Source: an optimization exercise on an open RTL-to-GDS flow (aim: small area). Production flows keep margins and buffers that such runs may drop. The RTL was checked by simulation tests, not by an equivalence proof against the original design. Power figures rest on the tool's default switching activity, not on a simulated workload.

## design/flow/flow/run.sh

```bash
#!/bin/bash
# Standard ORFS layout with two changes:
#  - synthesis maps with flow/abc_area.script (area-oriented ABC mapping, no
#    ABC buffering/upsizing); everything else in synthesis is the standard flow's own
#    standard synthesis (synth_recipe.tcl), so registers are unchanged;
#  - port buffers are buf_1 cells (flow/extra.mk).
set -euo pipefail
rm -rf scripts_mod
cp -r "$FLOW_HOME/scripts" scripts_mod
cp flow/abc_area.script scripts_mod/abc_area.script
cat flow/extra.mk >> config.mk
export SCRIPTS_DIR="$PWD/scripts_mod"
bash standard.sh > standard.log 2>&1
```

## design/flow/flow/abc_area.script

```
strash
dch
amap
topo
```

## design/flow/flow/extra.mk

```make
# small buffers on the ports (the standard flow picks clkdlybuf4s50_1)
export BUFFER_PORTS_ARGS = -buffer_cell sky130_fd_sc_hd__buf_1
```

## design/flow/standard.sh

```bash
#!/bin/bash
# synth_recipe.tcl (not shown) runs the flow's synth.tcl, then flattens the netlist and writes it again
# the make line also repeats each setting of config.mk as NAME=value (left out here)
make -C /OpenROAD-flow-scripts/flow DESIGN_CONFIG=/design/flow/config.mk WORK_HOME=/design/flow/orfs CLKGATE_MAP_FILE= SYNTH_SCRIPT=/design/flow/synth_recipe.tcl "${@:-finish}"
```

## design/flow/config.mk

```make
export PLATFORM = sky130hd
export DESIGN_NAME = color_find
export DESIGN_NICKNAME = color_find
export VERILOG_FILES = /design/flow/design.v
export SDC_FILE = /design/flow/constraint.sdc
export NUM_CORES = 4
export LEC_CHECK = 0
export ABC_AREA = 1
export CAP_MARGIN = 20
export CORE_MARGIN = 2
export CORE_UTILIZATION = 40
export SLEW_MARGIN = 20
# small buffers on the ports (the standard flow picks clkdlybuf4s50_1)
export BUFFER_PORTS_ARGS = -buffer_cell sky130_fd_sc_hd__buf_1
```

## design/flow/constraint.sdc

```tcl
create_clock -name core_clock -period 160.0 [get_ports {clk}]
set_input_delay 32.0000 -clock core_clock [delete_from_list [all_inputs] [get_ports {clk}]]
set_output_delay 32.0000 -clock core_clock [all_outputs]
set_load 0.01 [all_outputs]
```

## design/flow/design.v

```verilog
`timescale 1ns / 1ps
module color_find #(
    parameter DISPLAY_W = 640,
    parameter DISPLAY_H = 480
) (
    input clk,
    input reset,
    input [9:0] x_pixel,
    input [9:0] y_pixel,
    input [3:0] R,
    input [3:0] G,
    input [3:0] B,
    output logic [1:0] USER
);
    localparam N = 22;
    wire is_red, is_blue;
    color_cls u_cls (
        .r3(R[3]), .r2(R[2]), .r1(R[1]), .r0(R[0]),
        .g3(G[3]), .g2(G[2]), .g1(G[1]), .g0(G[0]),
        .b3(B[3]), .b2(B[2]), .b1(B[1]), .b0(B[0]),
        .red(is_red), .blue(is_blue)
    );
    wire latch_pt = (x_pixel == DISPLAY_W) && (y_pixel == DISPLAY_H);
    wire clear_pt = (x_pixel == 0) && (y_pixel == 0);
    wire upper    = (y_pixel < (DISPLAY_H >> 1));
    wire en_b = is_blue & ~latch_pt;
    wire en_r = is_red & ~latch_pt;
    reg [N-1:0] cnt_b, cnt_r;
    wire [N:0] tb, tr;
    assign tb[0] = en_b;
    assign tr[0] = en_r;
    genvar i;
    generate
        for (i = 0; i < N; i = i + 1) begin : g_cnt
            assign tb[i+1] = tb[i] & (cnt_b[i] ^ upper);
            assign tr[i+1] = tr[i] & (cnt_r[i] ^ upper);
            always_ff @(posedge clk, posedge reset) begin
                if (reset) begin
                    cnt_b[i] <= 1'b0;
                    cnt_r[i] <= 1'b0;
                end else begin
                    cnt_b[i] <= ~clear_pt & (cnt_b[i] ^ tb[i]);
                    cnt_r[i] <= ~clear_pt & (cnt_r[i] ^ tr[i]);
                end
            end
        end
    endgenerate
    always_ff @(posedge clk) begin
        if (latch_pt & ~reset) USER <= {cnt_r[N-1], cnt_b[N-1]};
    end
endmodule
module color_cls ( 
    r3, r2, r1, r0, g3, g2, g1, g0, b3, b2, b1, b0,
    red, blue  );
  input  r3, r2, r1, r0, g3, g2, g1, g0, b3, b2, b1, b0;
  output red, blue;
  wire new_n15, new_n16, new_n17, new_n18, new_n19, new_n20, new_n21,
    new_n22, new_n23, new_n24, new_n25, new_n26, new_n27, new_n28, new_n29,
    new_n30, new_n31, new_n32, new_n33, new_n34, new_n35, new_n36, new_n37,
    new_n38, new_n39, new_n40, new_n41, new_n42, new_n43, new_n44, new_n45,
    new_n46, new_n47, new_n48, new_n49, new_n50, new_n51, new_n52, new_n53,
    new_n54, new_n55, new_n56, new_n57, new_n58, new_n59, new_n60, new_n61,
    new_n62, new_n63, new_n64, new_n65, new_n66, new_n67, new_n68, new_n69,
    new_n70, new_n71, new_n72, new_n73, new_n74, new_n75, new_n76, new_n77,
    new_n78, new_n79, new_n80, new_n81, new_n82, new_n83, new_n84, new_n85,
    new_n86, new_n87, new_n88, new_n89, new_n90, new_n91, new_n92, new_n93,
    new_n94, new_n95, new_n96, new_n97, new_n98, new_n99, new_n100,
    new_n101, new_n102, new_n103, new_n104, new_n105, new_n106, new_n107,
    new_n108, new_n109, new_n110, new_n111, new_n112, new_n113, new_n114,
    new_n115, new_n116, new_n117, new_n118, new_n119, new_n120, new_n121,
    new_n122, new_n123, new_n124, new_n125, new_n126, new_n127, new_n128,
    new_n129, new_n130, new_n131, new_n132, new_n133, new_n134, new_n135,
    new_n136, new_n137, new_n138, new_n139, new_n140, new_n141, new_n142,
    new_n143, new_n144, new_n145, new_n146, new_n147, new_n148, new_n149,
    new_n150, new_n151, new_n152, new_n153, new_n154, new_n155, new_n156,
    new_n157, new_n158, new_n159, new_n160, new_n161, new_n162, new_n163,
    new_n164, new_n165, new_n166, new_n167, new_n168, new_n169, new_n170,
    new_n171, new_n172, new_n173, new_n174, new_n175, new_n176, new_n177,
    new_n178, new_n179, new_n180, new_n181, new_n182, new_n183, new_n184,
    new_n185, new_n186, new_n187, new_n188, new_n189, new_n190, new_n191,
    new_n192, new_n193, new_n194, new_n195, new_n196, new_n197, new_n198,
    new_n199, new_n201, new_n202, new_n203, new_n204, new_n205, new_n206,
    new_n207, new_n208, new_n209, new_n210, new_n211, new_n212, new_n213,
    new_n214, new_n215, new_n216, new_n217, new_n218, new_n219, new_n220,
    new_n221;
  assign new_n15 = g2 & ~b2;
  assign new_n16 = ~g2 & b2;
  assign new_n17 = ~new_n15 & ~new_n16;
  assign new_n18 = ~g1 & b1;
  assign new_n19 = g1 & ~b1;
  assign new_n20 = ~new_n18 & ~new_n19;
  assign new_n21 = ~g0 & b0;
  assign new_n22 = new_n20 & new_n21;
  assign new_n23 = ~new_n18 & ~new_n22;
  assign new_n24 = new_n17 & ~new_n23;
  assign new_n25 = ~new_n17 & new_n23;
  assign new_n26 = ~new_n24 & ~new_n25;
  assign new_n27 = ~r2 & b2;
  assign new_n28 = r2 & ~b2;
  assign new_n29 = ~new_n27 & ~new_n28;
  assign new_n30 = r1 & ~b1;
  assign new_n31 = ~r1 & b1;
  assign new_n32 = ~r0 & b0;
  assign new_n33 = ~new_n31 & ~new_n32;
  assign new_n34 = ~new_n30 & ~new_n33;
  assign new_n35 = new_n29 & new_n34;
  assign new_n36 = ~new_n29 & ~new_n34;
  assign new_n37 = ~new_n35 & ~new_n36;
  assign new_n38 = g0 & ~b0;
  assign new_n39 = ~new_n21 & ~new_n38;
  assign new_n40 = new_n20 & new_n39;
  assign new_n41 = new_n17 & new_n40;
  assign new_n42 = ~g3 & b3;
  assign new_n43 = g3 & ~b3;
  assign new_n44 = ~new_n42 & ~new_n43;
  assign new_n45 = ~new_n16 & ~new_n24;
  assign new_n46 = new_n44 & ~new_n45;
  assign new_n47 = ~new_n44 & new_n45;
  assign new_n48 = ~new_n46 & ~new_n47;
  assign new_n49 = ~new_n41 & ~new_n48;
  assign new_n50 = new_n37 & new_n49;
  assign new_n51 = ~r0 & g0;
  assign new_n52 = ~r1 & g1;
  assign new_n53 = r1 & ~g1;
  assign new_n54 = ~new_n52 & ~new_n53;
  assign new_n55 = new_n51 & new_n54;
  assign new_n56 = ~new_n51 & ~new_n54;
  assign new_n57 = ~new_n55 & ~new_n56;
  assign new_n58 = r0 & ~g0;
  assign new_n59 = ~new_n51 & ~new_n58;
  assign new_n60 = ~new_n39 & ~new_n59;
  assign new_n61 = new_n57 & ~new_n60;
  assign new_n62 = ~new_n30 & ~new_n31;
  assign new_n63 = r0 & ~b0;
  assign new_n64 = ~new_n32 & ~new_n63;
  assign new_n65 = ~new_n62 & new_n64;
  assign new_n66 = ~new_n61 & ~new_n65;
  assign new_n67 = ~new_n37 & ~new_n49;
  assign new_n68 = ~new_n66 & ~new_n67;
  assign new_n69 = ~new_n50 & new_n68;
  assign new_n70 = new_n26 & ~new_n69;
  assign new_n71 = ~new_n52 & ~new_n55;
  assign new_n72 = ~r2 & ~g2;
  assign new_n73 = r2 & g2;
  assign new_n74 = ~new_n72 & ~new_n73;
  assign new_n75 = ~new_n71 & ~new_n74;
  assign new_n76 = new_n71 & new_n74;
  assign new_n77 = ~new_n75 & ~new_n76;
  assign new_n78 = ~new_n49 & new_n77;
  assign new_n79 = ~new_n26 & new_n69;
  assign new_n80 = ~new_n78 & ~new_n79;
  assign new_n81 = ~new_n70 & new_n80;
  assign new_n82 = r3 & ~g3;
  assign new_n83 = ~r3 & g3;
  assign new_n84 = ~new_n82 & ~new_n83;
  assign new_n85 = new_n44 & new_n84;
  assign new_n86 = ~new_n81 & new_n85;
  assign new_n87 = ~r2 & g2;
  assign new_n88 = ~new_n75 & ~new_n87;
  assign new_n89 = new_n84 & ~new_n88;
  assign new_n90 = ~new_n84 & new_n88;
  assign new_n91 = ~new_n89 & ~new_n90;
  assign new_n92 = ~new_n29 & new_n77;
  assign new_n93 = new_n91 & new_n92;
  assign new_n94 = ~new_n86 & ~new_n93;
  assign new_n95 = ~new_n20 & ~new_n21;
  assign new_n96 = ~new_n22 & ~new_n95;
  assign new_n97 = ~new_n26 & ~new_n96;
  assign new_n98 = ~new_n37 & new_n97;
  assign new_n99 = ~new_n29 & ~new_n31;
  assign new_n100 = ~new_n35 & ~new_n63;
  assign new_n101 = ~new_n62 & ~new_n100;
  assign new_n102 = ~new_n99 & ~new_n101;
  assign new_n103 = ~new_n42 & ~new_n46;
  assign new_n104 = new_n102 & new_n103;
  assign new_n105 = ~new_n98 & ~new_n104;
  assign new_n106 = r2 & ~r1;
  assign new_n107 = ~r2 & r1;
  assign new_n108 = ~new_n106 & ~new_n107;
  assign new_n109 = b2 & b1;
  assign new_n110 = ~b2 & ~b1;
  assign new_n111 = ~r3 & ~new_n110;
  assign new_n112 = ~new_n109 & new_n111;
  assign new_n113 = ~new_n108 & new_n112;
  assign new_n114 = ~new_n105 & ~new_n113;
  assign new_n115 = new_n26 & new_n103;
  assign new_n116 = new_n39 & ~new_n115;
  assign new_n117 = new_n26 & ~new_n39;
  assign new_n118 = ~new_n116 & ~new_n117;
  assign new_n119 = new_n57 & new_n118;
  assign new_n120 = ~b2 & ~b0;
  assign new_n121 = new_n72 & new_n120;
  assign new_n122 = g3 & ~new_n121;
  assign new_n123 = ~g3 & new_n121;
  assign new_n124 = ~new_n122 & ~new_n123;
  assign new_n125 = ~new_n119 & new_n124;
  assign new_n126 = new_n114 & ~new_n125;
  assign new_n127 = ~new_n94 & new_n126;
  assign new_n128 = ~r3 & b3;
  assign new_n129 = r3 & ~b3;
  assign new_n130 = ~new_n128 & ~new_n129;
  assign new_n131 = ~new_n27 & ~new_n35;
  assign new_n132 = new_n130 & ~new_n131;
  assign new_n133 = ~new_n128 & ~new_n132;
  assign new_n134 = ~new_n39 & ~new_n96;
  assign new_n135 = new_n26 & new_n77;
  assign new_n136 = ~new_n26 & ~new_n77;
  assign new_n137 = new_n57 & ~new_n136;
  assign new_n138 = new_n91 & ~new_n137;
  assign new_n139 = ~new_n135 & ~new_n138;
  assign new_n140 = new_n134 & ~new_n139;
  assign new_n141 = ~new_n130 & new_n131;
  assign new_n142 = ~new_n132 & ~new_n141;
  assign new_n143 = new_n114 & new_n142;
  assign new_n144 = ~new_n140 & new_n143;
  assign new_n145 = ~new_n57 & ~new_n77;
  assign new_n146 = ~new_n114 & new_n145;
  assign new_n147 = new_n59 & ~new_n146;
  assign new_n148 = ~new_n144 & new_n147;
  assign new_n149 = ~new_n57 & new_n148;
  assign new_n150 = ~new_n39 & new_n148;
  assign new_n151 = new_n57 & new_n91;
  assign new_n152 = ~new_n150 & new_n151;
  assign new_n153 = ~new_n149 & ~new_n152;
  assign new_n154 = ~new_n97 & ~new_n103;
  assign new_n155 = ~new_n153 & new_n154;
  assign new_n156 = ~new_n83 & ~new_n89;
  assign new_n157 = new_n57 & new_n77;
  assign new_n158 = ~new_n39 & new_n145;
  assign new_n159 = ~new_n95 & ~new_n158;
  assign new_n160 = ~new_n134 & ~new_n159;
  assign new_n161 = ~new_n157 & ~new_n160;
  assign new_n162 = ~new_n26 & ~new_n142;
  assign new_n163 = ~new_n98 & ~new_n162;
  assign new_n164 = ~new_n91 & ~new_n163;
  assign new_n165 = ~new_n161 & new_n164;
  assign new_n166 = ~new_n140 & ~new_n165;
  assign new_n167 = ~new_n156 & ~new_n166;
  assign new_n168 = new_n54 & new_n59;
  assign new_n169 = new_n39 & ~new_n168;
  assign new_n170 = new_n37 & ~new_n169;
  assign new_n171 = new_n96 & ~new_n170;
  assign new_n172 = new_n142 & ~new_n171;
  assign new_n173 = new_n37 & new_n134;
  assign new_n174 = new_n26 & ~new_n173;
  assign new_n175 = new_n48 & new_n174;
  assign new_n176 = ~new_n172 & new_n175;
  assign new_n177 = ~new_n167 & ~new_n176;
  assign new_n178 = ~new_n155 & new_n177;
  assign new_n179 = new_n133 & ~new_n178;
  assign new_n180 = ~new_n59 & new_n145;
  assign new_n181 = ~new_n91 & new_n180;
  assign new_n182 = ~new_n37 & ~new_n57;
  assign new_n183 = ~new_n142 & ~new_n182;
  assign new_n184 = ~new_n65 & ~new_n183;
  assign new_n185 = ~new_n102 & ~new_n156;
  assign new_n186 = ~new_n184 & new_n185;
  assign new_n187 = ~new_n181 & new_n186;
  assign new_n188 = ~new_n77 & ~new_n168;
  assign new_n189 = ~new_n48 & new_n188;
  assign new_n190 = new_n91 & ~new_n189;
  assign new_n191 = ~new_n81 & new_n190;
  assign new_n192 = ~new_n187 & ~new_n191;
  assign new_n193 = new_n48 & ~new_n181;
  assign new_n194 = new_n81 & ~new_n193;
  assign new_n195 = new_n64 & ~new_n103;
  assign new_n196 = new_n185 & new_n195;
  assign new_n197 = ~new_n194 & new_n196;
  assign new_n198 = new_n192 & new_n197;
  assign new_n199 = ~new_n179 & ~new_n198;
  assign red = ~new_n127 & ~new_n199;
  assign new_n201 = new_n40 & new_n133;
  assign new_n202 = ~new_n172 & new_n201;
  assign new_n203 = new_n49 & new_n202;
  assign new_n204 = new_n172 & new_n181;
  assign new_n205 = new_n118 & new_n204;
  assign new_n206 = ~new_n203 & ~new_n205;
  assign new_n207 = ~new_n156 & ~new_n206;
  assign new_n208 = ~new_n48 & ~new_n57;
  assign new_n209 = new_n37 & new_n65;
  assign new_n210 = new_n77 & new_n209;
  assign new_n211 = ~new_n182 & ~new_n210;
  assign new_n212 = ~new_n208 & new_n211;
  assign new_n213 = ~new_n91 & ~new_n212;
  assign new_n214 = ~new_n49 & new_n57;
  assign new_n215 = ~new_n59 & ~new_n214;
  assign new_n216 = ~new_n213 & new_n215;
  assign new_n217 = new_n133 & ~new_n216;
  assign new_n218 = ~new_n148 & new_n217;
  assign new_n219 = new_n192 & ~new_n218;
  assign new_n220 = ~new_n103 & ~new_n219;
  assign new_n221 = ~new_n207 & ~new_n220;
  assign blue = ~new_n127 & ~new_n221;
endmodule
```

==> notes.md, run 1 <==
# TYPE chip_impl_metric gauge
chip_impl_info{name="result_of_the_run",value="timing/DRC/antenna clean"} 1
chip_impl_metric{name="timing.max_cap.violations",unit=""} 0
chip_impl_metric{name="initial_utilization",unit="%"} 41.0
chip_impl_info{name="critical_path_class",value="in2reg"} 1
chip_impl_metric{name="place_worst_setup_slack",unit="ps"} 118130
chip_impl_metric{name="fin_area",unit="um2"} 3540
chip_impl_info{name="critPathCaptureType",value="register"} 1
chip_impl_metric{name="cp_data_required_time",unit="ps"} 160210
chip_impl_info{name="synth_common_cells",value="sky130_fd_sc_hd__clkinv_1 (85), sky130_fd_sc_hd__nor2_1 (57), sky130_fd_sc_hd__dfrtp_1 (44)"} 1
chip_impl_metric{name="grt_util_all_layers",unit="%"} 16.3
chip_impl_metric{name="reg2reg_depth",unit=""} 29
chip_impl_metric{name="totalWireLength",unit="um"} 6650
chip_impl_metric{name="crit_arrival",unit="ps"} 41760
chip_impl_metric{name="max_freq",unit="MHz"} 24.1
chip_impl_metric{name="area_occupied_by_multi_input_gates",unit="um2"} 1700
chip_impl_metric{name="dp.cells",unit=""} 502
chip_impl_metric{name="clkSinkCount",unit=""} 46
chip_impl_metric{name="cts.reportedPaths.clkPinSlew",unit="ps"} 80
chip_impl_metric{name="routed-via-count",unit=""} 2870
chip_impl_metric{name="netSwitchingPower",unit="mW"} 0.0124
chip_impl_metric{name="core_area",unit="um2"} 7690
chip_impl_metric{name="reg2reg_slack",unit="ps"} 153170
chip_impl_metric{name="clk_path_buf_depth",unit=""} 2
chip_impl_metric{name="area_growth",unit="%"} 12.3
chip_impl_metric{name="ys_seq_area_share",unit="%"} 36.8
chip_impl_metric{name="post_layout_instance_count_excluding_filler_cells",unit=""} 510
chip_impl_metric{name="worst-slew-pin-transition",unit="ps"} 925
chip_impl_metric{name="ir_drop",unit="V"} 0.00000550
chip_impl_info{name="cpMostUsedCell",value="sky130_fd_sc_hd__o221ai_1"} 1
chip_impl_metric{name="number_of_global_route_vias_before_repair",unit=""} 2612
chip_impl_metric{name="number_of_enable_flip_flop_cells_after_synthesis",unit=""} 2
chip_impl_metric{name="finalWeightedCongestion",unit=""} 0.938
chip_impl_info{name="synth_area_leader_cell",value="sky130_fd_sc_hd__dfrtp_1"} 1
chip_impl_metric{name="seq_area",unit="um2"} 1160
chip_impl_metric{name="ctsResizeCount",unit=""} 0
chip_impl_info{name="dominantRegCellSynth",value="sky130_fd_sc_hd__dfrtp_1"} 1
chip_impl_info{name="synthMostInstantiatedCell",value="sky130_fd_sc_hd__clkinv_1"} 1
chip_impl_metric{name="drc_errors",unit=""} 0
chip_impl_metric{name="fin_tns_setup",unit="ps"} 0
chip_impl_metric{name="fin_crit_sh",unit="%"} 26.0
chip_impl_metric{name="synth_warnings",unit=""} 1
chip_impl_metric{name="insertedDiodeCount",unit=""} 0
chip_impl_metric{name="number_of_drc_markers_in_iteration_0",unit=""} 207
chip_impl_metric{name="combPwrFrac",unit="%"} 32.1
chip_impl_metric{name="asyncSetResetFlopFracSynth",unit="%"} 95.7
chip_impl_metric{name="routed_wire_length_per_instance",unit="um"} 13.0
chip_impl_metric{name="port_buffers",unit=""} 35
chip_impl_info{name="rsz0062_at_grt",value="no"} 1
chip_impl_info{name="timing.critical_path.max_delay_family",value="compound AO/OA/AOI/OAI gates"} 1
chip_impl_metric{name="number_of_post_cts_setup_repair_buffers",unit=""} 0
chip_impl_metric{name="swShare",unit="%"} 35.9
chip_impl_metric{name="fill_cell_instance_count_of_the_final_layout",unit=""} 757
chip_impl_metric{name="timing.slew.headroom",unit="%"} 38.3
chip_impl_metric{name="grt_first_pass_wirelength",unit="um"} 11700
chip_impl_metric{name="syn-cell-area",unit="um2"} 3160
chip_impl_metric{name="ctsHoldBuffers",unit=""} 0
chip_impl_metric{name="path_buf_inv",unit=""} 9
chip_impl_metric{name="number_of_antenna_violations_at_the_first_check_in_global_routing",unit=""} 0
chip_impl_metric{name="critPathMaxFanout",unit=""} 4
chip_impl_info{name="synth_area_leaders",value="sky130_fd_sc_hd__dfrtp_1 (35%), sky130_fd_sc_hd__clkinv_1 (10%), sky130_fd_sc_hd__a221oi_1 (8.3%)"} 1
chip_impl_metric{name="finish.net_count",unit=""} 464
chip_impl_metric{name="post_route_cells_drive_above_1_share",unit="%"} 2.70
chip_impl_metric{name="cts_htree_levels",unit=""} 2
chip_impl_metric{name="grt-ovfl-total",unit=""} 0
chip_impl_metric{name="pin_count",unit=""} 36
chip_impl_metric{name="finalSetupViolCount",unit=""} 0
chip_impl_metric{name="post-synth-top-area-fraction",unit="%"} 34.9
chip_impl_metric{name="hold_depth",unit=""} 1
chip_impl_info{name="cts_root_buffer",value="sky130_fd_sc_hd__clkbuf_8"} 1
chip_impl_metric{name="p_leak",unit="nW"} 1.25
chip_impl_metric{name="syn_nets",unit=""} 419
chip_impl_metric{name="final_core_utilization",unit="%"} 46.1
chip_impl_metric{name="row_count",unit=""} 32
chip_impl_metric{name="setup_slack_after_layout",unit="ps"} 118450
chip_impl_metric{name="synth.distinct_cells",unit=""} 30
chip_impl_metric{name="timing.final.hold_violations",unit=""} 0
chip_impl_metric{name="cpPeakStageDelay",unit="ps"} 500
chip_impl_info{name="r2r-end",value="cnt_b[21]"} 1
chip_impl_metric{name="die-area",unit="um2"} 8620
chip_impl_metric{name="power_frac_seq",unit="%"} 48.2
chip_impl_metric{name="internal_power",unit="mW"} 0.0221
chip_impl_info{name="category_of_the_worst_setup_path_launch_point",value="primary input"} 1
chip_impl_info{name="crit_path_top_delay_cell",value="sky130_fd_sc_hd__fa_1"} 1
chip_impl_metric{name="post_synth_inst_count",unit=""} 362
chip_impl_metric{name="final_antenna_net_count",unit=""} 0
chip_impl_metric{name="hold-worst-slack",unit="ps"} 478
chip_impl_metric{name="placed_cell_area",unit="um2"} 3460
chip_impl_metric{name="finalPower",unit="mW"} 0.0345
chip_impl_metric{name="timing.clock.skew",unit="ps"} 8.37
chip_impl_info{name="timing.hold.worst_endpoint",value="cnt_r[21]"} 1
chip_impl_info{name="regToRegStartpoint",value="cnt_b[0]"} 1
chip_impl_metric{name="die_height",unit="um"} 92.8
chip_impl_metric{name="insertion_delay",unit="ps"} 290
chip_impl_info{name="holdCritStartpoint",value="cnt_r[21]"} 1
chip_impl_metric{name="avgViaCountPerCell",unit=""} 5.63
chip_impl_metric{name="clkPwrFrac",unit="%"} 19.7
chip_impl_metric{name="post-route-min-period",unit="ps"} 41550
chip_impl_metric{name="hpwl",unit="um"} 4730
chip_impl_info{name="tritoncts",value="yes"} 1
chip_impl_info{name="hold_class",value="reg2reg"} 1
chip_impl_metric{name="synthesis_stage_register_bit_count",unit=""} 46
chip_impl_metric{name="synthesis.area_per_instance",unit="um2"} 8.72
chip_impl_metric{name="grt_max_degree",unit=""} 46
chip_impl_metric{name="cts_inserted_buffers",unit=""} 5
chip_impl_metric{name="power_density",unit="nW/um2"} 9.75
chip_impl_metric{name="report.final.slew_viol_count",unit=""} 0
chip_impl_metric{name="firstDrtPassIters",unit=""} 4
chip_impl_metric{name="die_w",unit="um"} 92.8
## kinds of logic (layout without fill, tap and decap cells)
kind of cell | Yosys count | after routing | share of synthesized area (%)
AOI/OAI and AO/OA | 117 | 117 | 29.3
buffers and inverters | 85 | 131 | 10.1
DFF | 46 | 46 | 36.8
adders and majority gates | 23 | 23 | 11.0
and+or+nand+nor | 91 | 91 | 12.8
## metal layers
layer  vias to the layer above  track usage, %  share of wire (%)
met5                         -               0                  0
met4                         0            3.55               0.90
met3                        10            2.69                6.2
met2                        95            24.8                 43
met1                      1323            24.2                 50
li1                       1442               -                  -
## sequential cells by signal, summed over array words and instances (netlist names)
| signal | count |
|---|---|
| USER | 2 |
| cnt_b | 22 |
| cnt_r | 22 |
## power by group through the flow
stage	clock network (mW)	registers, mW	logic [mW]
5_1_grt	0.00756	0.0171	0.0126
3_3_place_gp	0	0.0167	0.0109
6_report	0.00680	0.0166	0.0111
2_1_floorplan	0	0.0165	0.00864
4_1_cts	0.00709	0.0166	0.0111
3_5_place_dp	0	0.0169	0.0110
## area by class of cell
class | count | area share [%]
Multi-Input combinational cell | 231 | 48.0
Sequential cell | 46 | 32.8
Inverter | 85 | 9.01
Timing Repair Buffer | 38 | 4.34
Tap cell | 102 | 3.60
Clock buffer | 8 | 2.26
## worst register-to-register path, delay by kind of cell, from the launching register on
kind	cells	cell delay [ps]
AO/OA/AOI/OAI	22	5750
buffers and inverters	5	450
flip-flops	1	410
AND/OR/NAND/NOR	2	140
## worst max path at each step
stage	start	to	slack [ps]	cells past startpoint
detailed placement	G[0]	cnt_b[21]	118130	43
finish	G[0]	cnt_b[21]	118450	43
floorplan	G[0]	cnt_b[21]	118060	41
global placement	G[0]	cnt_b[21]	118210	43
CTS	G[0]	cnt_b[21]	118400	43
global route	G[0]	cnt_b[21]	116850	43
## layout by cell type, fill, tap and decap left out
cell type,instances
sky130_fd_sc_hd__o21a_1,1
sky130_fd_sc_hd__a32oi_1,1
sky130_fd_sc_hd__buf_4,3
sky130_fd_sc_hd__a211oi_1,32
sky130_fd_sc_hd__buf_1,35
sky130_fd_sc_hd__o221ai_1,25
sky130_fd_sc_hd__a31o_1,1
sky130_fd_sc_hd__nand3_1,4
sky130_fd_sc_hd__o21ai_0,3
sky130_fd_sc_hd__a31oi_1,6
sky130_fd_sc_hd__nand2_1,9
sky130_fd_sc_hd__nor4_1,1
sky130_fd_sc_hd__edfxtp_1,2
sky130_fd_sc_hd__o32ai_1,4
sky130_fd_sc_hd__inv_2,1
sky130_fd_sc_hd__o31ai_1,1
sky130_fd_sc_hd__ha_1,15
sky130_fd_sc_hd__a21oi_1,6
sky130_fd_sc_hd__nor4_2,1
sky130_fd_sc_hd__nor3_1,5
sky130_fd_sc_hd__a41oi_4,1
sky130_fd_sc_hd__o311a_1,1
sky130_fd_sc_hd__or2_0,4
sky130_fd_sc_hd__nand4bb_1,1
sky130_fd_sc_hd__nor2b_1,3
sky130_fd_sc_hd__dfrtp_1,44
sky130_fd_sc_hd__clkbuf_1,3
sky130_fd_sc_hd__clkinv_1,84
sky130_fd_sc_hd__or3_1,2
sky130_fd_sc_hd__fa_1,8
sky130_fd_sc_hd__clkbuf_8,5
sky130_fd_sc_hd__nor2_1,57
sky130_fd_sc_hd__o211ai_1,2
sky130_fd_sc_hd__or4_1,4
sky130_fd_sc_hd__a221oi_1,30
sky130_fd_sc_hd__o22ai_1,3
==> inputs of run 2 (changes only) <==
==> design/flow/run.sh (new file) <==
#!/bin/bash
# synth_recipe.tcl (not shown) runs the flow's synth.tcl, then flattens the netlist and writes it again
# the make line also repeats each setting of config.mk as NAME=value (left out here)
make -C /OpenROAD-flow-scripts/flow DESIGN_CONFIG=/design/flow/config.mk WORK_HOME=/design/flow/orfs CLKGATE_MAP_FILE= SYNTH_SCRIPT=/design/flow/synth_recipe.tcl finish
--- a/design/flow/config.mk
+++ b/design/flow/config.mk
@@ -12,3 +12 @@
 export SLEW_MARGIN = 20
-# small buffers on the ports (the standard flow picks clkdlybuf4s50_1)
-export BUFFER_PORTS_ARGS = -buffer_cell sky130_fd_sc_hd__buf_1
removed: design/flow/flow/run.sh
removed: design/flow/flow/abc_area.script
removed: design/flow/flow/extra.mk
removed: design/flow/standard.sh
==> run 2 against run 1 <==
  * Still clean on timing, DRC and antenna
  * Register-to-register slack better by 4800 ps
  * Wire length up 25%
  * Clock-buffer cell count down 3
  * Largest cell class unchanged
  * Largest power group unchanged
==> notes.md, run 2 <==
# TYPE chip_impl_metric gauge
chip_impl_metric{name="die-area",unit="um2"} 9960
chip_impl_info{name="final_common_cell",value="sky130_fd_sc_hd__nand2_1"} 1
chip_impl_metric{name="post_route_cells_drive_above_1_share",unit="%"} 7.09
chip_impl_metric{name="core_area",unit="um2"} 8810
chip_impl_metric{name="number_of_global_route_vias_before_repair",unit=""} 3292
chip_impl_info{name="r2r-end",value="cnt_b[21]"} 1
chip_impl_metric{name="synth.distinct_cells",unit=""} 46
chip_impl_metric{name="report.final.slew_viol_count",unit=""} 0
chip_impl_metric{name="reg2reg_depth",unit=""} 12
chip_impl_metric{name="power_density",unit="nW/um2"} 8.60
chip_impl_metric{name="timing.clock.skew",unit="ps"} 8.41
chip_impl_metric{name="area_growth",unit="%"} 16.0
chip_impl_metric{name="post_synth_inst_count",unit=""} 513
chip_impl_metric{name="initial_utilization",unit="%"} 41.7
chip_impl_metric{name="critPathMaxFanout",unit=""} 6
chip_impl_info{name="critPathCaptureType",value="register"} 1
chip_impl_metric{name="clk_path_buf_depth",unit=""} 2
chip_impl_metric{name="fin_crit_sh",unit="%"} 22.5
chip_impl_metric{name="cts_htree_levels",unit=""} 2
chip_impl_metric{name="die_w",unit="um"} 99.8
chip_impl_metric{name="max_freq",unit="MHz"} 27.8
chip_impl_metric{name="reg2reg_slack",unit="ps"} 157970
chip_impl_metric{name="syn_nets",unit=""} 570
chip_impl_metric{name="die_height",unit="um"} 99.8
chip_impl_metric{name="fin_tns_setup",unit="ps"} 0
chip_impl_metric{name="timing.max_cap.violations",unit=""} 0
chip_impl_metric{name="drc_errors",unit=""} 0
chip_impl_metric{name="routed_wire_length_per_instance",unit="um"} 12.7
chip_impl_metric{name="swShare",unit="%"} 36.0
chip_impl_info{name="synth_common_cells",value="sky130_fd_sc_hd__nand2_1 (105), sky130_fd_sc_hd__inv_1 (83), sky130_fd_sc_hd__nor2_1 (54)"} 1
chip_impl_metric{name="pin_count",unit=""} 36
chip_impl_metric{name="ys_seq_area_share",unit="%"} 31.6
chip_impl_metric{name="cts_inserted_buffers",unit=""} 5
chip_impl_metric{name="number_of_drc_markers_in_iteration_0",unit=""} 158
chip_impl_metric{name="totalWireLength",unit="um"} 8350
chip_impl_metric{name="synth_warnings",unit=""} 1
chip_impl_metric{name="worst-slew-pin-transition",unit="ps"} 911
chip_impl_metric{name="number_of_antenna_violations_at_the_first_check_in_global_routing",unit=""} 0
chip_impl_metric{name="grt_max_degree",unit=""} 38
chip_impl_metric{name="post_layout_instance_count_excluding_filler_cells",unit=""} 658
chip_impl_metric{name="crit_arrival",unit="ps"} 36220
chip_impl_info{name="layout_top_registers",value="cnt_b (22), cnt_r (22), USER (2)"} 1
chip_impl_metric{name="placed_cell_area",unit="um2"} 4150
chip_impl_info{name="dominantRegCellSynth",value="sky130_fd_sc_hd__dfrtp_1"} 1
chip_impl_metric{name="routed-via-count",unit=""} 3339
chip_impl_info{name="hold_class",value="reg2reg"} 1
chip_impl_metric{name="grt_util_all_layers",unit="%"} 17.8
chip_impl_info{name="rsz0062_at_grt",value="no"} 1
chip_impl_metric{name="grt-ovfl-total",unit=""} 0
chip_impl_info{name="tritoncts",value="yes"} 1
chip_impl_metric{name="synthesis_stage_register_bit_count",unit=""} 46
chip_impl_metric{name="internal_power",unit="mW"} 0.0234
chip_impl_metric{name="post-synth-top-area-fraction",unit="%"} 30.0
chip_impl_metric{name="cts.reportedPaths.clkPinSlew",unit="ps"} 100
chip_impl_metric{name="fill_cell_instance_count_of_the_final_layout",unit=""} 837
chip_impl_metric{name="ctsResizeCount",unit=""} 0
chip_impl_metric{name="asyncSetResetFlopFracSynth",unit="%"} 95.7
chip_impl_metric{name="hold-worst-slack",unit="ps"} 458
chip_impl_info{name="critical_path_class",value="in2reg"} 1
chip_impl_info{name="synth_area_leader_cell",value="sky130_fd_sc_hd__dfrtp_1"} 1
chip_impl_metric{name="ctsHoldBuffers",unit=""} 0
chip_impl_info{name="timing.hold.worst_endpoint",value="USER[0]"} 1
chip_impl_info{name="cts_root_buffer",value="sky130_fd_sc_hd__clkbuf_8"} 1
chip_impl_metric{name="cp_data_required_time",unit="ps"} 160240
chip_impl_metric{name="finalSetupViolCount",unit=""} 0
chip_impl_metric{name="grt_first_pass_wirelength",unit="um"} 14700
chip_impl_metric{name="combPwrFrac",unit="%"} 34.7
chip_impl_metric{name="insertion_delay",unit="ps"} 300
chip_impl_info{name="regToRegStartpoint",value="cnt_b[0]"} 1
chip_impl_metric{name="fin_area",unit="um2"} 4260
chip_impl_metric{name="post-route-min-period",unit="ps"} 35970
chip_impl_metric{name="clkSinkCount",unit=""} 46
chip_impl_metric{name="row_count",unit=""} 34
chip_impl_metric{name="syn-cell-area",unit="um2"} 3670
chip_impl_metric{name="avgViaCountPerCell",unit=""} 5.07
chip_impl_info{name="synthMostInstantiatedCell",value="sky130_fd_sc_hd__nand2_1"} 1
chip_impl_metric{name="finalWeightedCongestion",unit=""} 0.940
chip_impl_metric{name="hold_depth",unit=""} 0
chip_impl_info{name="most-common-layout-cells",value="sky130_fd_sc_hd__nand2_1 (105), sky130_fd_sc_hd__inv_1 (82), sky130_fd_sc_hd__nor2_1 (53), sky130_fd_sc_hd__o21ai_0 (49), sky130_fd_sc_hd__dfrtp_1 (44)"} 1
chip_impl_metric{name="timing.slew.headroom",unit="%"} 39.2
chip_impl_metric{name="power_frac_seq",unit="%"} 41.2
chip_impl_metric{name="timing.final.hold_violations",unit=""} 0
chip_impl_metric{name="final_antenna_net_count",unit=""} 0
chip_impl_info{name="synth_area_leaders",value="sky130_fd_sc_hd__dfrtp_1 (30%), sky130_fd_sc_hd__nand2_1 (11%), sky130_fd_sc_hd__inv_1 (8.5%)"} 1
chip_impl_info{name="result_of_the_run",value="timing/DRC/antenna clean"} 1
chip_impl_metric{name="number_of_post_cts_setup_repair_buffers",unit=""} 0
chip_impl_metric{name="firstDrtPassIters",unit=""} 5
chip_impl_info{name="category_of_the_worst_setup_path_launch_point",value="primary input"} 1
chip_impl_metric{name="finish.net_count",unit=""} 606
chip_impl_metric{name="dp.cells",unit=""} 650
chip_impl_metric{name="hpwl",unit="um"} 6100
chip_impl_metric{name="netSwitchingPower",unit="mW"} 0.0132
chip_impl_metric{name="clkPwrFrac",unit="%"} 24.1
chip_impl_metric{name="port_buffers",unit=""} 35
chip_impl_metric{name="insertedDiodeCount",unit=""} 0
chip_impl_metric{name="ir_drop",unit="V"} 0.00000599
chip_impl_metric{name="p_leak",unit="nW"} 2.15
chip_impl_metric{name="number_of_enable_flip_flop_cells_after_synthesis",unit=""} 2
chip_impl_metric{name="synthesis.area_per_instance",unit="um2"} 7.16
chip_impl_info{name="holdCritStartpoint",value="cnt_b[21]"} 1
-- run 2: cell count changes in the layout (fill, tap and decap cells not counted), moves of 32 or more --
cell,delta
sky130_fd_sc_hd__buf_1,-35
sky130_fd_sc_hd__a21oi_1,+32
sky130_fd_sc_hd__inv_1,+82
sky130_fd_sc_hd__clkdlybuf4s50_1,+35
sky130_fd_sc_hd__clkinv_1,-83
sky130_fd_sc_hd__o21ai_0,+46
sky130_fd_sc_hd__nand2_1,+96
-- run 2: worst max path at each step --
stage,end,from,cells past startpoint
after floorplan,cnt_r[20],G[0],21
after global placement,cnt_r[20],G[0],22
after detailed placement,cnt_b[21],G[0],25
after CTS,cnt_b[21],G[0],25
after global routing,cnt_r[18],G[0],22
final,cnt_b[21],G[0],25
-- run 2: critical path, stage by stage --
cell,delay (ps)
sky130_fd_sc_hd__clkdlybuf4s50_1,480
sky130_fd_sc_hd__inv_1,50
sky130_fd_sc_hd__ha_1,200
sky130_fd_sc_hd__fa_1,380
sky130_fd_sc_hd__fa_1,400
sky130_fd_sc_hd__fa_1,460
sky130_fd_sc_hd__inv_1,170
sky130_fd_sc_hd__o21ai_4,100
sky130_fd_sc_hd__nand2_1,80
sky130_fd_sc_hd__nand2_1,60
sky130_fd_sc_hd__o21ai_2,120
sky130_fd_sc_hd__nand3b_2,120
sky130_fd_sc_hd__nand3_2,80
sky130_fd_sc_hd__o21ai_2,70
sky130_fd_sc_hd__a21oi_4,240
sky130_fd_sc_hd__nand4_4,150
sky130_fd_sc_hd__nor2_4,160
sky130_fd_sc_hd__nand3_2,110
sky130_fd_sc_hd__clkinv_2,110
sky130_fd_sc_hd__nand3_4,90
sky130_fd_sc_hd__nor2_4,200
sky130_fd_sc_hd__nand4_1,140
sky130_fd_sc_hd__nand2_1,100
sky130_fd_sc_hd__nand2_1,50
sky130_fd_sc_hd__nor2_1,110
-- run 2: logic make-up after synthesis --
family                     after synthesis  synth area share (%)
and+or+nand+nor                        228                  28.9
AOI/OAI and AO/OA                      106                  16.2
buffers and inverters                   94                  9.68
DFF                                     46                  31.6
adders and majority gates               23                  9.47
xor gates and xnor gates                11                  2.62
muxes                                    5                  1.53
-- run 2: metrics by stage --
| step | utilization [%] | power (mW) | setup WS, ps |
|---|---|---|---|
| 2_1_floorplan | - | 0.0245 | 124610 |
| 3_3_place_gp | 47.1 | 0.0277 | 123790 |
| 3_5_place_dp | 47.1 | 0.0279 | 123720 |
| 4_1_cts | 48.4 | 0.0370 | 124030 |
| 5_1_grt | 48.4 | 0.0396 | 123640 |
| 6_report | 48.4 | 0.0366 | 124030 |
-- run 2: power groups by stage --
stage	combinational [mW]	sequential (mW)	clock, mW
after floorplan	0.00957	0.0150	0
after global placement	0.0125	0.0152	0
after detailed placement	0.0126	0.0153	0
after CTS	0.0127	0.0151	0.00925
after global routing	0.0146	0.0153	0.00969
final	0.0127	0.0151	0.00883
-- run 2: layout make-up --
class	instances	area, um2	share of cell area (%)
inverters	85	320	7.52
clock inverters	3	43.8	1.03
well taps	108	135	3.17
flip-flops and latches	46	1160	27.3
clock buffers	5	68.8	1.62
repair buffers	38	373	8.75
multi-input cells	373	2160	50.7
-- run 2: per-layer routing --
layer / share of wire, % / GRT usage, % / up-vias
li1: - / - / 1728
met1: 49 / 24.1 / 1520
met2: 46 / 30.8 / 87
met3: 5.1 / 2.65 / 4
met4: 0.49 / 2.95 / 0
met5: 0 / 0 / -

==> what the ideal ports hide <==
The flow's constraints put no driver on any port. The routed layouts listed below were extracted and timed again, unchanged, in two steps. Step 1 (the two cells are an assumption about what drives the block):
set clk [get_ports {clk}]
set_driving_cell -lib_cell sky130_fd_sc_hd__clkbuf_16 $clk
set_driving_cell -lib_cell sky130_fd_sc_hd__buf_2 [delete_from_list [all_inputs] $clk]
Step 2 moves the port delays by t, midway between the first and last clock arrival at a register: inputs arrive t later, outputs are due t later. That takes back most of the time a late clock gives input paths. Slacks: ideal ports / drivers / drivers and shift; pairs: ideal ports / drivers.
| run | shift t [ns] | slack for setup (ns) | latest minus earliest clock arrival (ns) | worst slew at a driven data input, ns |
|---|---|---|---|---|
| run 1 | 0.317 | 118.447 / 118.452 / 118.135 | 0.009 / 0.009 | 0.03 |
| run 2 | 0.328 | 124.025 / 124.029 / 123.702 | 0.008 / 0.009 | 0.04 |
After both steps every run listed still meets setup and hold. For run 2, which loses most, drivers alone change the setup slack by +0.004 ns; drivers and shift together by -0.323 ns.
